From an optimization exercise on the open Yosys and OpenROAD flow, aimed at small area; shortcuts taken in it are not production practice. Function was checked by simulation only, so behaviour that the tests miss may differ from the original. Power and IR drop assume default switching activity.

==> v14: inputs <==
// Stopwatch
module Stopwatch(
    input sw6,  
    input sw7,  
    input btnR,  
    input btnS,  
    input clk,
    input rst,
    output [6:0] seg,
	output [3:0] an
    );
	wire one_clk;
	wire two_clk;
	wire fast_clk;
	wire adj_clk;
	wire sel;
	wire adj;
	wire reset;
	wire pause;
	SwitchDebouncer sel_db(
		.clk(clk),
		.en(fast_clk),
		.rst(rst),
		.switch(sw6),
		.O(sel)
	);
	SwitchDebouncer adj_db(
		.clk(clk),
		.en(fast_clk),
		.rst(rst),
		.switch(sw7),
		.O(adj)
	);
	BtnDebouncer reset_db(
		.clk(clk),
		.en(fast_clk),
		.rst(rst),
		.btnS(btnR),
		.O(reset)
	);
	BtnDebouncer pause_db(
		.clk(clk),
		.en(fast_clk),
		.rst(rst),
		.btnS(btnS),
		.O(pause)
	);
	ClockDivider cd(
		.M_CLK(clk),
		.RST(rst),
		.ONE_CLK(one_clk),
		.TWO_CLK(two_clk),
		.FAST_CLK(fast_clk),
		.ADJ_CLK(adj_clk)
	);
	wire [3:0] mt;
	wire [3:0] mo;
	wire [3:0] st;
	wire [3:0] so;
	wire adj_mode;
	TimeToDisplay ttd(
		.SEL(sel),
		.ADJ(adj),
		.RESET(reset),
		.PAUSE(pause),
		.ONE_CLK(one_clk),
		.TWO_CLK(two_clk),
		.ADJ_CLK(adj_clk),
		.M_CLK(clk),
		.RST(rst),
		.MT(mt),
		.MO(mo),
		.ST(st),
		.SO(so),
		.ADJ_MODE(adj_mode)
	);
	DispTime dt(
		.M_CLK(clk),
		.FAST_CLK(fast_clk),
		.RST(rst),
		.EN(adj_mode),
		.MT(mt),
		.MO(mo),
		.ST(st),
		.SO(so),
		.A(an),
		.C(seg)
	);
endmodule
==> module BtnDebouncer, before the edit <==
module BtnDebouncer(
    input btnS,
	input clk,
	input en,
	input rst,
    output O
    );
	reg[2:0] 	step_d;
	reg			o;
	assign O = o;
	always @ (posedge clk)
		if (rst)
		begin
			step_d <= 0;
			o <= 0;
		end
		else if (en)
		begin
			step_d <= {btnS, step_d[2:1]};
			o <= ~step_d[0] & step_d[1];
		end
endmodule
==> module SwitchDebouncer, before the edit <==
module SwitchDebouncer(
    input switch,
	input clk,
	input en,
	input rst,
    output O
    );
	reg[2:0] 	step_d;
	reg			o;
	assign O = o;
	always @ (posedge clk)
		if (rst)
		begin
			step_d <= 0;
			o <= 0;
		end
		else if (en)
		begin
			step_d <= {switch, step_d[2:1]};
			o <= step_d[0] & step_d[1];
		end
endmodule
==> module TimeToDisplay, before the edit <==
module TimeToDisplay(
    input SEL,
    input ADJ,
    input ONE_CLK,
    input TWO_CLK,
    input ADJ_CLK,
	input M_CLK,
	input RST,
	input RESET,
    input PAUSE,
    output [3:0] MT,
    output [3:0] MO,
    output [3:0] ST,
    output [3:0] SO,
    output ADJ_MODE
    );
	reg[3:0] mt;
	reg[3:0] mo;
	reg[2:0] st;
	reg[3:0] so;
	reg adj_mode;
	reg is_paused;
	reg pause_d;
	reg do_reset;
	assign MT = mt;
	assign MO = mo;
	assign ST = {1'b0, st};
	assign SO = so;
	assign ADJ_MODE = adj_mode;
	wire adj_tick = ADJ & TWO_CLK;
	wire run_tick = ~ADJ & ~is_paused & ONE_CLK;
	wire tick = adj_tick | run_tick;
	wire dr = do_reset | RESET;
	wire clr = RST | (tick & dr);
	wire inc_sec = ~dr & (run_tick | (adj_tick & SEL));
	wire so9 = so[3] & so[0];
	wire st5 = st[2] & st[0];
	wire mo9 = mo[3] & mo[0];
	wire mt9 = mt[3] & mt[0];
	wire inc_st = inc_sec & so9;
	wire inc_mo = (~dr & adj_tick & ~SEL) | (inc_st & st5);
	wire inc_mt = inc_mo & mo9;
	always @ (posedge M_CLK)
	begin
		if (clr)
		begin
			so <= 0;
			st <= 0;
			mo <= 0;
			mt <= 0;
		end
		else
		begin
			if (inc_sec)
				so <= so9 ? 4'd0 : so + 4'd1;
			if (inc_st)
				st <= st5 ? 3'd0 : st + 3'd1;
			if (inc_mo)
				mo <= mo9 ? 4'd0 : mo + 4'd1;
			if (inc_mt)
				mt <= mt9 ? 4'd0 : mt + 4'd1;
		end
		if (RST)
			do_reset <= 0;
		else
			do_reset <= dr & ~tick;
	end
	always @ (posedge M_CLK)
		if (RST == 1)
			adj_mode <= 0;
		else if (ADJ_CLK == 1)
			adj_mode <= ~(ADJ & adj_mode);
	always @ (posedge M_CLK)
		pause_d <= PAUSE;
	always @ (posedge M_CLK)
		if (RST == 1)
			is_paused <= 0;
		else if (PAUSE & ~pause_d)
			is_paused <= ~is_paused;
endmodule
==> module Stopwatch, before the edit <==
module Stopwatch(
    input sw6,  
    input sw7,  
    input btnR,  
    input btnS,  
    input clk,
    input rst,
    output [6:0] seg,
	output [3:0] an
    );
	wire one_clk;
	wire two_clk;
	wire fast_clk;
	wire adj_clk;
	wire sel;
	wire adj;
	wire reset;
	wire pause;
	SwitchDebouncer sel_db(
		.clk(clk),
		.en(fast_clk),
		.rst(rst),
		.switch(sw6),
		.O(sel)
	);
	SwitchDebouncer adj_db(
		.clk(clk),
		.en(fast_clk),
		.rst(rst),
		.switch(sw7),
		.O(adj)
	);
	BtnDebouncer reset_db(
		.clk(clk),
		.en(fast_clk),
		.rst(rst),
		.btnS(btnR),
		.O(reset)
	);
	BtnDebouncer pause_db(
		.clk(clk),
		.en(fast_clk),
		.rst(rst),
		.btnS(btnS),
		.O(pause)
	);
	ClockDivider cd(
		.M_CLK(clk),
		.RST(rst),
		.ONE_CLK(one_clk),
		.TWO_CLK(two_clk),
		.FAST_CLK(fast_clk),
		.ADJ_CLK(adj_clk)
	);
	wire [3:0] mt;
	wire [3:0] mo;
	wire [3:0] st;
	wire [3:0] so;
	wire adj_mode;
	TimeToDisplay ttd(
		.SEL(sel),
		.ADJ(adj),
		.RESET(reset),
		.PAUSE(pause),
		.ONE_CLK(one_clk),
		.TWO_CLK(two_clk),
		.ADJ_CLK(adj_clk),
		.M_CLK(clk),
		.RST(rst),
		.MT(mt),
		.MO(mo),
		.ST(st),
		.SO(so),
		.ADJ_MODE(adj_mode)
	);
	DispTime dt(
		.M_CLK(clk),
		.FAST_CLK(fast_clk),
		.RST(rst),
		.EN(adj_mode),
		.MT(mt),
		.MO(mo),
		.ST(st),
		.SO(so),
		.A(an),
		.C(seg)
	);
endmodule
Settings: LEC_CHECK=0, CAP_MARGIN=20, CORE_MARGIN=2, CORE_UTILIZATION=40, PLACE_DENSITY=0.6, SLEW_MARGIN=20; clock period 10.0 ns.
run.sh (not shown) runs the stock make flow with config.mk's settings and CLKGATE_MAP_FILE= SYNTH_SCRIPT=/design/flow/synth_recipe.tcl, a recipe that flattens the netlist after the stock synthesis.
==> v23: changes against v14 <==
--- a/flow/design.v
+++ b/flow/design.v
@@ -49,5 +49,7 @@
 endmodule
 `timescale 1ns / 1ps
-module BtnDebouncer(
+module BtnDebouncer #(
+    parameter HOLD = 1
+    ) (
     input btnS,
 	input clk,
@@ -60,14 +62,26 @@
 	assign O = o;
 	always @ (posedge clk)
+		if (en)
+			step_d[0] <= step_d[1];
+	always @ (posedge clk)
 		if (rst)
-		begin
-			step_d <= 0;
-			o <= 0;
-		end
+			step_d[2:1] <= 0;
 		else if (en)
-		begin
-			step_d <= {btnS, step_d[2:1]};
-			o <= ~step_d[0] & step_d[1];
+			step_d[2:1] <= {btnS, step_d[2]};
+	generate
+		if (HOLD)
+		begin : held
+			always @ (posedge clk)
+				if (rst)
+					o <= 0;
+				else if (en)
+					o <= ~step_d[0] & step_d[1];
+		end
+		else
+		begin : pulse
+			always @ (posedge clk)
+				o <= en & ~step_d[0] & step_d[1] & ~rst;
 		end
+	endgenerate
 endmodule
 `timescale 1ns / 1ps
@@ -83,12 +97,15 @@
 	assign O = o;
 	always @ (posedge clk)
+		if (en)
+			step_d[0] <= step_d[1];
+	always @ (posedge clk)
 		if (rst)
 		begin
-			step_d <= 0;
+			step_d[2:1] <= 0;
 			o <= 0;
 		end
 		else if (en)
 		begin
-			step_d <= {switch, step_d[2:1]};
+			step_d[2:1] <= {switch, step_d[2]};
 			o <= step_d[0] & step_d[1];
 		end
@@ -117,5 +134,4 @@
 	reg adj_mode;
 	reg is_paused;
-	reg pause_d;
 	reg do_reset;
 	assign MT = mt;
@@ -137,24 +153,25 @@
 	wire inc_mo = (~dr & adj_tick & ~SEL) | (inc_st & st5);
 	wire inc_mt = inc_mo & mo9;
+	wire[3:0] so_t = {inc_sec & so[0] & (so[3] | (so[2] & so[1])),
+	                  inc_sec & so[0] & so[1],
+	                  inc_sec & so[0] & ~so[3],
+	                  inc_sec};
+	wire[2:0] st_t = {inc_st & st[0] & (st[2] | st[1]),
+	                  inc_st & st[0] & ~st[2],
+	                  inc_st};
+	wire[3:0] mo_t = {inc_mo & mo[0] & (mo[3] | (mo[2] & mo[1])),
+	                  inc_mo & mo[0] & mo[1],
+	                  inc_mo & mo[0] & ~mo[3],
+	                  inc_mo};
+	wire[3:0] mt_t = {inc_mt & mt[0] & (mt[3] | (mt[2] & mt[1])),
+	                  inc_mt & mt[0] & mt[1],
+	                  inc_mt & mt[0] & ~mt[3],
+	                  inc_mt};
 	always @ (posedge M_CLK)
 	begin
-		if (clr)
-		begin
-			so <= 0;
-			st <= 0;
-			mo <= 0;
-			mt <= 0;
-		end
-		else
-		begin
-			if (inc_sec)
-				so <= so9 ? 4'd0 : so + 4'd1;
-			if (inc_st)
-				st <= st5 ? 3'd0 : st + 3'd1;
-			if (inc_mo)
-				mo <= mo9 ? 4'd0 : mo + 4'd1;
-			if (inc_mt)
-				mt <= mt9 ? 4'd0 : mt + 4'd1;
-		end
+		so <= {4{~clr}} & (so ^ so_t);
+		st <= {3{~clr}} & (st ^ st_t);
+		mo <= {4{~clr}} & (mo ^ mo_t);
+		mt <= {4{~clr}} & (mt ^ mt_t);
 		if (RST)
 			do_reset <= 0;
@@ -168,9 +185,7 @@
 			adj_mode <= ~(ADJ & adj_mode);
 	always @ (posedge M_CLK)
-		pause_d <= PAUSE;
-	always @ (posedge M_CLK)
 		if (RST == 1)
 			is_paused <= 0;
-		else if (PAUSE & ~pause_d)
+		else if (PAUSE)
 			is_paused <= ~is_paused;
 endmodule
@@ -263,5 +278,5 @@
 		.O(reset)
 	);
-	BtnDebouncer pause_db(
+	BtnDebouncer #(.HOLD(0)) pause_db(
 		.clk(clk),
 		.en(fast_clk),
==> flow/flow/run.sh (new file) <==
#!/bin/bash
# The standard layout, with the smallest buffer on the ports and the
# resizer's power recovery (downsizing off the critical paths) after CTS.
export BUFFER_PORTS_ARGS="-buffer_cell sky130_fd_sc_hd__buf_1"
export RECOVER_POWER=100
bash standard.sh > standard.log 2>&1
==> flow/standard.sh (new file) <==
#!/bin/bash
# synth_recipe.tcl (not shown) runs the flow's synth.tcl, then flattens the netlist and writes it again
# the make line also repeats each setting of config.mk as NAME=value (left out here)
make -C /OpenROAD-flow-scripts/flow DESIGN_CONFIG=/design/flow/config.mk WORK_HOME=/design/flow/orfs CLKGATE_MAP_FILE= SYNTH_SCRIPT=/design/flow/synth_recipe.tcl "${@:-finish}"
Settings changed: ABC_AREA set to 1, CORE_UTILIZATION 40 to 65, PLACE_DENSITY 0.6 to 0.8.
removed: flow/run.sh
==> notes <==
Sequential share of layout area: v14 is lower than v23 (5.7 points). Critical path depth: v23 is higher than v14 (1). Of v23 and v14, v14 has the higher design area (gap 9.6%, measured against v14). Power: v23 is smaller than v14 (about 3.7%).

## re-timing with driven ports
The flow's constraints put no driver on any port. The routed layouts listed below were extracted and timed again, unchanged, in two steps. Step 1: set_driving_cell puts a clkbuf_16 on clk and a buf_2 on each other input, an assumption about the parent block. Step 2 adds t to the input delays and takes it off the output delays; t is the mean of the earliest and latest rising clock arrival at the registers after step 1. Input paths then give back, and output paths get back, about the clock's delay inside the block. Three values: no drivers, after step 1, after step 2; two values: the first two.
run	t (ns)	slack for setup (ns)	worst setup path at the end	latest minus earliest clock arrival (ns)	slew at the worst register clock pin (ns)
v14	0.387	5.997 / 5.966 / 6.263	input to register	0.017 / 0.017	0.11 / 0.11
v23	0.384	6.266 / 6.265 / 5.881	input to register	0.009 / 0.009	0.09 / 0.09
After both steps setup and hold are still met in every run listed. For v23, which loses most, drivers alone change the setup slack by -0.001 ns; drivers and shift together by -0.385 ns.
